What follows belongs to an exercise in optimizing a design on an open flow for small area, a short achievable clock period and few clock cycles; a production flow would make more cautious choices.
Only simulation tests tie the RTL to the original design; equivalence was not proved.

`flow/config.mk`:
```
export PLATFORM = sky130hd
export DESIGN_NAME = NfiVe_MDU
export DESIGN_NICKNAME = NfiVe_MDU
export VERILOG_FILES = /design/flow/design.v
export SDC_FILE = /design/flow/constraint.sdc
export NUM_CORES = 4
export LEC_CHECK = 0
export CAP_MARGIN = 20
export CORE_MARGIN = 2
export CORE_UTILIZATION = 45
export SLEW_MARGIN = 20
```
`flow/constraint.sdc`:
```
create_clock -name core_clock -period 10.0 [get_ports {clk}]
set_input_delay 2.0000 -clock core_clock [delete_from_list [all_inputs] [get_ports {clk}]]
set_output_delay 2.0000 -clock core_clock [all_outputs]
set_load 0.01 [all_outputs]
```
`flow/design.v`:
```
`timescale          1ns/1ps
`default_nettype    none
module NfiVe_MDU (
	input clk,
	input rst_n,
	input start,
	output done,
	input [2:0] op,
	input mul_div,
	input [31:0] op1, op2,
	output [31:0] result
);
	wire [31:0] result_m, result_d;
	wire done_m, done_d;
	wire start_m, start_d;
	assign result = mul_div ? result_m : result_d;
	assign done = mul_div ? done_m : done_d;
	assign start_m = mul_div & start;
	assign start_d = ~mul_div & start;
	div div_unit (
		.clk(clk),
		.rst(rst_n),
		.dividend_i(op1),      
		.divisor_i(op2),       
		.start_i(start_d),                 
		.op_i(op),                
		.reg_waddr_i(5'd0),
		.result_o(result_d),        
		.ready_o(done_d)             
	);
	mul mul_unit (
    	.clk(clk),
		.rst_n(rst_n),
    	.op1(op1), 
		.op2(op2),
    	.op(op),
    	.result(result_m),
    	.done(done_m),
    	.start(start_m)
	);
endmodule
module mul #(parameter size = 32) (
    input clk, 
    input rst_n,
    input [size-1:0] op1, op2,
    input [2:0] op,
    output wire [size-1:0] result,
    output done,
    input start
);
    reg[2*size-1:0] mul_temp;
    reg[2*size-1:0] mul_temp_invert;
    reg [size-1:0] mul_op1, mul_op2;
    wire [size-1:0] reg1_data_invert = ~op1 + 1;
    wire [size-1:0] reg2_data_invert = ~op2 + 1;
    reg [1:0] cntr;
    always @(posedge clk or negedge rst_n)
        if(~rst_n) cntr <= 2'b00;
        else 
            if(start) 
                cntr <= cntr + 1'b1; 
            else 
                cntr <= 2'b00;
    always @ (posedge clk) if(start) begin
        case (op)
                3'b000, 3'b011: begin
                    mul_op1 <= op1;
                    mul_op2 <= op2;
                end
                3'b010: begin
                    mul_op1 <= (op1[31] == 1'b1)? (reg1_data_invert): op1;
                    mul_op2 <= op2;
                end
                3'b001: begin
                    mul_op1 <= (op1[31] == 1'b1)? (reg1_data_invert): op1;
                    mul_op2 <= (op2[31] == 1'b1)? (reg2_data_invert): op2;
                end
                default: begin
                    mul_op1 <= op1;
                    mul_op2 <= op2;
                end
        endcase
    end
    always @(posedge clk) begin
        mul_temp <= mul_op1 * mul_op2;
        mul_temp_invert <= ~mul_temp + 1;
    end
    reg [31:0] reg_wdata;
    always @* begin
        case (op)
            3'b000: reg_wdata = mul_temp[31:0];
            3'b011: reg_wdata = mul_temp[63:32];
            3'b001: 
                case ({op1[31], op2[31]})
                    2'b00: reg_wdata = mul_temp[63:32];
                    2'b11: reg_wdata = mul_temp[63:32];
                    2'b10: reg_wdata = mul_temp_invert[63:32];
                    default: reg_wdata = mul_temp_invert[63:32];
                endcase
            3'b010: begin
                if (op1[31] == 1'b1) begin
                    reg_wdata = mul_temp_invert[63:32];
                end else begin
                    reg_wdata = mul_temp[63:32];
                end
            end
            default: reg_wdata = mul_temp[31:0];
        endcase
    end
    assign result = reg_wdata;
    assign done = (cntr == 2'b10);
endmodule
module div(
    input wire clk,
    input wire rst,
    input wire[31:0] dividend_i,       
    input wire[31:0] divisor_i,        
    input wire start_i,                   
    input wire[2:0] op_i,                 
    input wire[4:0] reg_waddr_i,  
    output reg[31:0] result_o,         
    output reg ready_o,                   
    output reg busy_o,                   
    output reg[4:0] reg_waddr_o   
    );
    localparam STATE_IDLE  = 4'b0001;
    localparam STATE_START = 4'b0010;
    localparam STATE_CALC  = 4'b0100;
    localparam STATE_END   = 4'b1000;
    reg[31:0] dividend_r;
    reg[31:0] divisor_r;
    reg[2:0] op_r;
    reg[3:0] state;
    reg[31:0] count;
    reg[31:0] div_result;
    reg[31:0] div_remain;
    reg[31:0] minuend;
    reg invert_result;
    wire op_div = (op_r == 3'b100);
    wire op_divu = (op_r == 3'b101);
    wire op_rem = (op_r == 3'b110);
    wire op_remu = (op_r == 3'b111);
    wire[31:0] dividend_invert = (-dividend_r);
    wire[31:0] divisor_invert = (-divisor_r);
    wire minuend_ge_divisor = minuend >= divisor_r;
    wire[31:0] minuend_sub_res = minuend - divisor_r;
    wire[31:0] div_result_tmp = minuend_ge_divisor? ({div_result[30:0], 1'b1}): ({div_result[30:0], 1'b0});
    wire[31:0] minuend_tmp = minuend_ge_divisor? minuend_sub_res[30:0]: minuend[30:0];
    always @ (posedge clk) begin
        if (rst == 1'b0) begin
            state <= STATE_IDLE;
            ready_o <= 1'b0;
            result_o <= 32'h0;
            div_result <= 32'h0;
            div_remain <= 32'h0;
            op_r <= 3'h0;
            reg_waddr_o <= 32'h0;
            dividend_r <= 32'h0;
            divisor_r <= 32'h0;
            minuend <= 32'h0;
            invert_result <= 1'b0;
            busy_o <= 1'b0;
            count <= 32'h0;
        end else begin
            case (state)
                STATE_IDLE: begin
                    if (start_i == 1'b1) begin
                        op_r <= op_i;
                        dividend_r <= dividend_i;
                        divisor_r <= divisor_i;
                        reg_waddr_o <= reg_waddr_i;
                        state <= STATE_START;
                        busy_o <= 1'b1;
                    end else begin
                        op_r <= 3'h0;
                        reg_waddr_o <= 32'h0;
                        dividend_r <= 32'h0;
                        divisor_r <= 32'h0;
                        ready_o <= 1'b0;
                        result_o <= 32'h0;
                        busy_o <= 1'b0;
                    end
                end
                STATE_START: begin
                    if (start_i == 1'b1) begin
                        if (divisor_r == 32'h0) begin
                            if (op_div | op_divu) begin
                                result_o <= 32'hffffffff;
                            end else begin
                                result_o <= dividend_r;
                            end
                            ready_o <= 1'b1;
                            state <= STATE_IDLE;
                            busy_o <= 1'b0;
                        end else begin
                            busy_o <= 1'b1;
                            count <= 32'h40000000;
                            state <= STATE_CALC;
                            div_result <= 32'h0;
                            div_remain <= 32'h0;
                            if (op_div | op_rem) begin
                                if (dividend_r[31] == 1'b1) begin
                                    dividend_r <= dividend_invert;
                                    minuend <= dividend_invert[31];
                                end else begin
                                    minuend <= dividend_r[31];
                                end
                                if (divisor_r[31] == 1'b1) begin
                                    divisor_r <= divisor_invert;
                                end
                            end else begin
                                minuend <= dividend_r[31];
                            end
                            if ((op_div && (dividend_r[31] ^ divisor_r[31] == 1'b1))
                                || (op_rem && (dividend_r[31] == 1'b1))) begin
                                invert_result <= 1'b1;
                            end else begin
                                invert_result <= 1'b0;
                            end
                        end
                    end else begin
                        state <= STATE_IDLE;
                        result_o <= 32'h0;
                        ready_o <= 1'b0;
                        busy_o <= 1'b0;
                    end
                end
                STATE_CALC: begin
                    if (start_i == 1'b1) begin
                        dividend_r <= {dividend_r[30:0], 1'b0};
                        div_result <= div_result_tmp;
                        count <= {1'b0, count[31:1]};
                        if (|count) begin
                            minuend <= {minuend_tmp[30:0], dividend_r[30]};
                        end else begin
                            state <= STATE_END;
                            if (minuend_ge_divisor) begin
                                div_remain <= minuend_sub_res;
                            end else begin
                                div_remain <= minuend;
                            end
                        end
                    end else begin
                        state <= STATE_IDLE;
                        result_o <= 32'h0;
                        ready_o <= 1'b0;
                        busy_o <= 1'b0;
                    end
                end
                STATE_END: begin
                    if (start_i == 1'b1) begin
                        ready_o <= 1'b1;
                        state <= STATE_IDLE;
                        busy_o <= 1'b0;
                        if (op_div | op_divu) begin
                            if (invert_result) begin
                                result_o <= (-div_result);
                            end else begin
                                result_o <= div_result;
                            end
                        end else begin
                            if (invert_result) begin
                                result_o <= (-div_remain);
                            end else begin
                                result_o <= div_remain;
                            end
                        end
                    end else begin
                        state <= STATE_IDLE;
                        result_o <= 32'h0;
                        ready_o <= 1'b0;
                        busy_o <= 1'b0;
                    end
                end
            endcase
        end
    end
endmodule
```
`flow/run.sh`:
```
#!/bin/bash
# synth_recipe.tcl (not shown) runs the flow's synth.tcl, then flattens the netlist and writes it again
# the make line also repeats each setting of config.mk as NAME=value (left out here)
make -C /OpenROAD-flow-scripts/flow DESIGN_CONFIG=/design/flow/config.mk WORK_HOME=/design/flow/orfs CLKGATE_MAP_FILE= SYNTH_SCRIPT=/design/flow/synth_recipe.tcl finish
```
==> summary.txt <==
==> metal layers <==
metal,global-route usage,vias up
met5,0,-
met2,0.463,1225
li1,-,19113
met1,0.361,21329
met4,0.0784,2
met3,0.0413,217
==> final timing paths <==
path,to,slack (ps),cells after the start
worst max-delay path,mul_unit.mul_temp[60],1280,26
worst min-delay path,mul_unit.cntr[0],420,1
worst max register to register,mul_unit.mul_temp[60],1280,26
worst min register to register,mul_unit.cntr[0],420,1
max in group asynchronous,mul_unit.cntr[0],7880,2
min in group asynchronous,mul_unit.cntr[1],1800,2
==> through the flow <==
stage	cell area (µm²)	hold WS [ps]	setup WS (ps)
detailed placement	55700	418	1380
CTS	57500	426	1320
floorplan	53300	403	2690
global placement	55600	416	1250
finish	57600	422	1280
global route	57600	443	896
==> flip-flops by register name, indices dropped and copies added (netlist names) <==
register and flops:
div_unit.op_r 3, div_unit.state 4, div_unit.minuend 32, mul_unit.mul_temp 64, div_unit.div_remain 32, div_unit.div_result 32, div_unit.result_o 32, mul_unit.cntr 2
div_unit.ready_o 1, div_unit.invert_result 1, div_unit.dividend_r 32, div_unit.divisor_r 32, mul_unit.mul_op1 32, mul_unit.mul_op2 32, mul_unit.mul_temp_invert 32, div_unit.count 31
==> cells in the final DEF (no fill, tap or decap), drive strengths merged, types with 18 or more instances in the layout <==
cell	count
a21oi	246
nor2b	19
mux2i	19
nand4	32
a221oi	18
a31oi	39
nand2	679
clkdlybuf4s50	102
o21ai	267
ha	302
and2	633
inv	935
clkbuf	67
nor2	307
nand2b	28
nor3	78
dfxtp	328
edfxtp	64
xor2	92
o211ai	21
or3	38
a211oi	30
a222oi	42
buf	113
fa	897
nand3	69
nor4	50
a22oi	67
xnor2	138
a21o	46
o31ai	25
==> cells by family (layout without fill, tap and decap cells) <==
| kind of cell | count (synthesis) | after routing | synth area share |
|---|---|---|---|
| other | 0 | 2 | 0 |
| adder cells (fa/ha/maj) | 1199 | 1199 | 0.408 |
| XOR/XNOR | 230 | 230 | 0.0378 |
| buffers and inverters | 1287 | 1230 | 0.0916 |
| flip-flops | 394 | 394 | 0.160 |
| multiplexers | 22 | 22 | 0.00442 |
| AND/OR/NAND/NOR | 2000 | 2000 | 0.188 |
| AO/OA/AOI/OAI | 926 | 926 | 0.110 |
==> area by class of cell <==
cell class / count / area [µm²]
multi-input cells: 4377 / 39900
clock buffers: 67 / 1410
flip-flops and latches: 394 / 8540
well taps: 1536 / 1920
repair buffers: 215 / 1950
fillers: 11277 / 60200
inverters: 924 / 3470
clock inverters: 24 / 335
diodes: 2 / 5.00
==> flow_summary.json <==
{
  "synth_edf_count": 64,
  "cpPeakStageDelay_ps": 1060,
  "netlist.area_leader.share": 0.337,
  "status": "finished clean",
  "dr.first_iter.drc_count": 3036,
  "arrival_ps": 9230,
  "vias": 41886,
  "grt_max_degree": 75,
  "first_global_vias": 43732,
  "crit_family": "adder cells",
  "layout-drive-gt1-share": 0.0403,
  "cts_max_path_buffers": 3,
  "worstPathRequired_ps": 10510,
  "dp.cells": 7441,
  "final_cells": 7539,
  "rows": 126,
  "ys_seq_area_frac": 0.160,
  "portBuffers": 103,
  "cts_htree_levels": 2,
  "numCtsBuffers": 49,
  "fmax_mhz": 115,
  "syn_inst": 6058,
  "clk_pin_slew_ps": 60,
  "startpoint": "mul_unit.mul_op1[14]",
  "yosysWarnings": 2,
  "tns_ps": 0,
  "antenna_found_initial": 4,
  "die-area_um2": 121000,
  "synth.distinct_cells": 84,
  "die_y_um": 348,
  "track_usage": 0.273,
  "grt_remaining_overflow": 0,
  "clockRootBuffer": "clkbuf_16",
  "tightest_slew_ps": 1110,
  "vias_per_cell": 5.56,
  "wire_per_inst_um": 21.5,
  "fin_skew_ps": 25.2,
  "post-route-util": 0.489,
  "cp-start-kind": "flop",
  "start_util": 0.452,
  "core_um2": 118000,
  "crit_slowest_cell": "edfxtp_1",
  "report.final.slew_viol_count": 0,
  "syn_nets": 7328,
  "min_from": "mul_unit.cntr[0]",
  "cp_max_fo": 22,
  "cts_sinks": 394,
  "yosys-top-cells-area": "fa_1 34%, dfxtp_1 12%, and2_1 7.4%, ha_1 7.1%, inv_1 6.5%",
  "cp_common_cell": "fa_1",
  "io_pins": 104,
  "cap_violations": 0,
  "die_width_um": 348,
  "synth-async-reset-ratio": 0.00508,
  "mappedNetlistArea_um2": 53300,
  "wl_met3_um": 10400,
  "drt-total-wl_um": 162000,
  "ys.flop_type": "dfxtp_1",
  "layout_min_cycle_time_ps": 8720,
  "top_layer_used": "met5",
  "cts_setup_buffers": 0,
  "synth_common_cells": "923 x inv_1, 897 x fa_1, 678 x nand2_1, 632 x and2_1, 344 x clkbuf_1",
  "drt-met1-wl_um": 68500,
  "first_pass_iters": 8,
  "setup_violations": 0,
  "cts_resized": 0,
  "hold_path.class": "reg -> reg",
  "crit_type": "reg -> reg",
  "hold_buffers": 0,
  "relSlewSlack": 0.259,
  "syn_area_per_cell_um2": 8.79,
  "wl_met2_um": 78000,
  "synthToLayoutAreaGrowth_pct": 8.07,
  "crit_path_end_kind": "flop",
  "post-route-period-util": 0.872,
  "ant_nets": 0,
  "final-hold-violation-count": 0,
  "cts_tree": "yes",
  "dpl.hpwl_um": 131000,
  "drc": 0,
  "rsz0062_at_grt": "false",
  "critPathBufInv": 6,
  "yosys.area.top_type": "fa_1",
  "nets": 7231,
  "insertion_delay_ps": 630,
  "ys_seq_elements": 394,
  "synth.most_common_cell": "inv_1",
  "r2r_start": "mul_unit.mul_op1[14]",
  "place.gp.congestion": 0.955,
  "grt_pass1_wl_um": 257000
}
Testbench counts, summed over its fixed seeds: cycles 51,114.

afterwards: timing with drivers on the ports:
Ports are ideal in the flow. The routed layout listed here was re-timed in OpenROAD. Step 1, drivers: a clkbuf_16 drives clk and a buf_2 each remaining input, both assumed. Step 2, shift: input delay + t, output delay - t, t = (earliest + latest rising clock arrival at the registers) / 2. This alone moves slack from input paths to output paths. Slacks: no drivers / after step 1 / after step 2; pairs: no drivers / after step 1.
t (ns): 0.681
setup slack, ns: 1.281 / 1.281 / 1.281
worst hold slack (ns): 0.422 / 0.422 / 0.422
latest minus earliest clock arrival (ns): 0.026 / 0.027
worst data-port slew with drivers (ns): 0.11
After both steps setup and hold are still met in this run. The setup slack of this run moves by 0.000 ns with the drivers and by 0.000 ns with both steps.
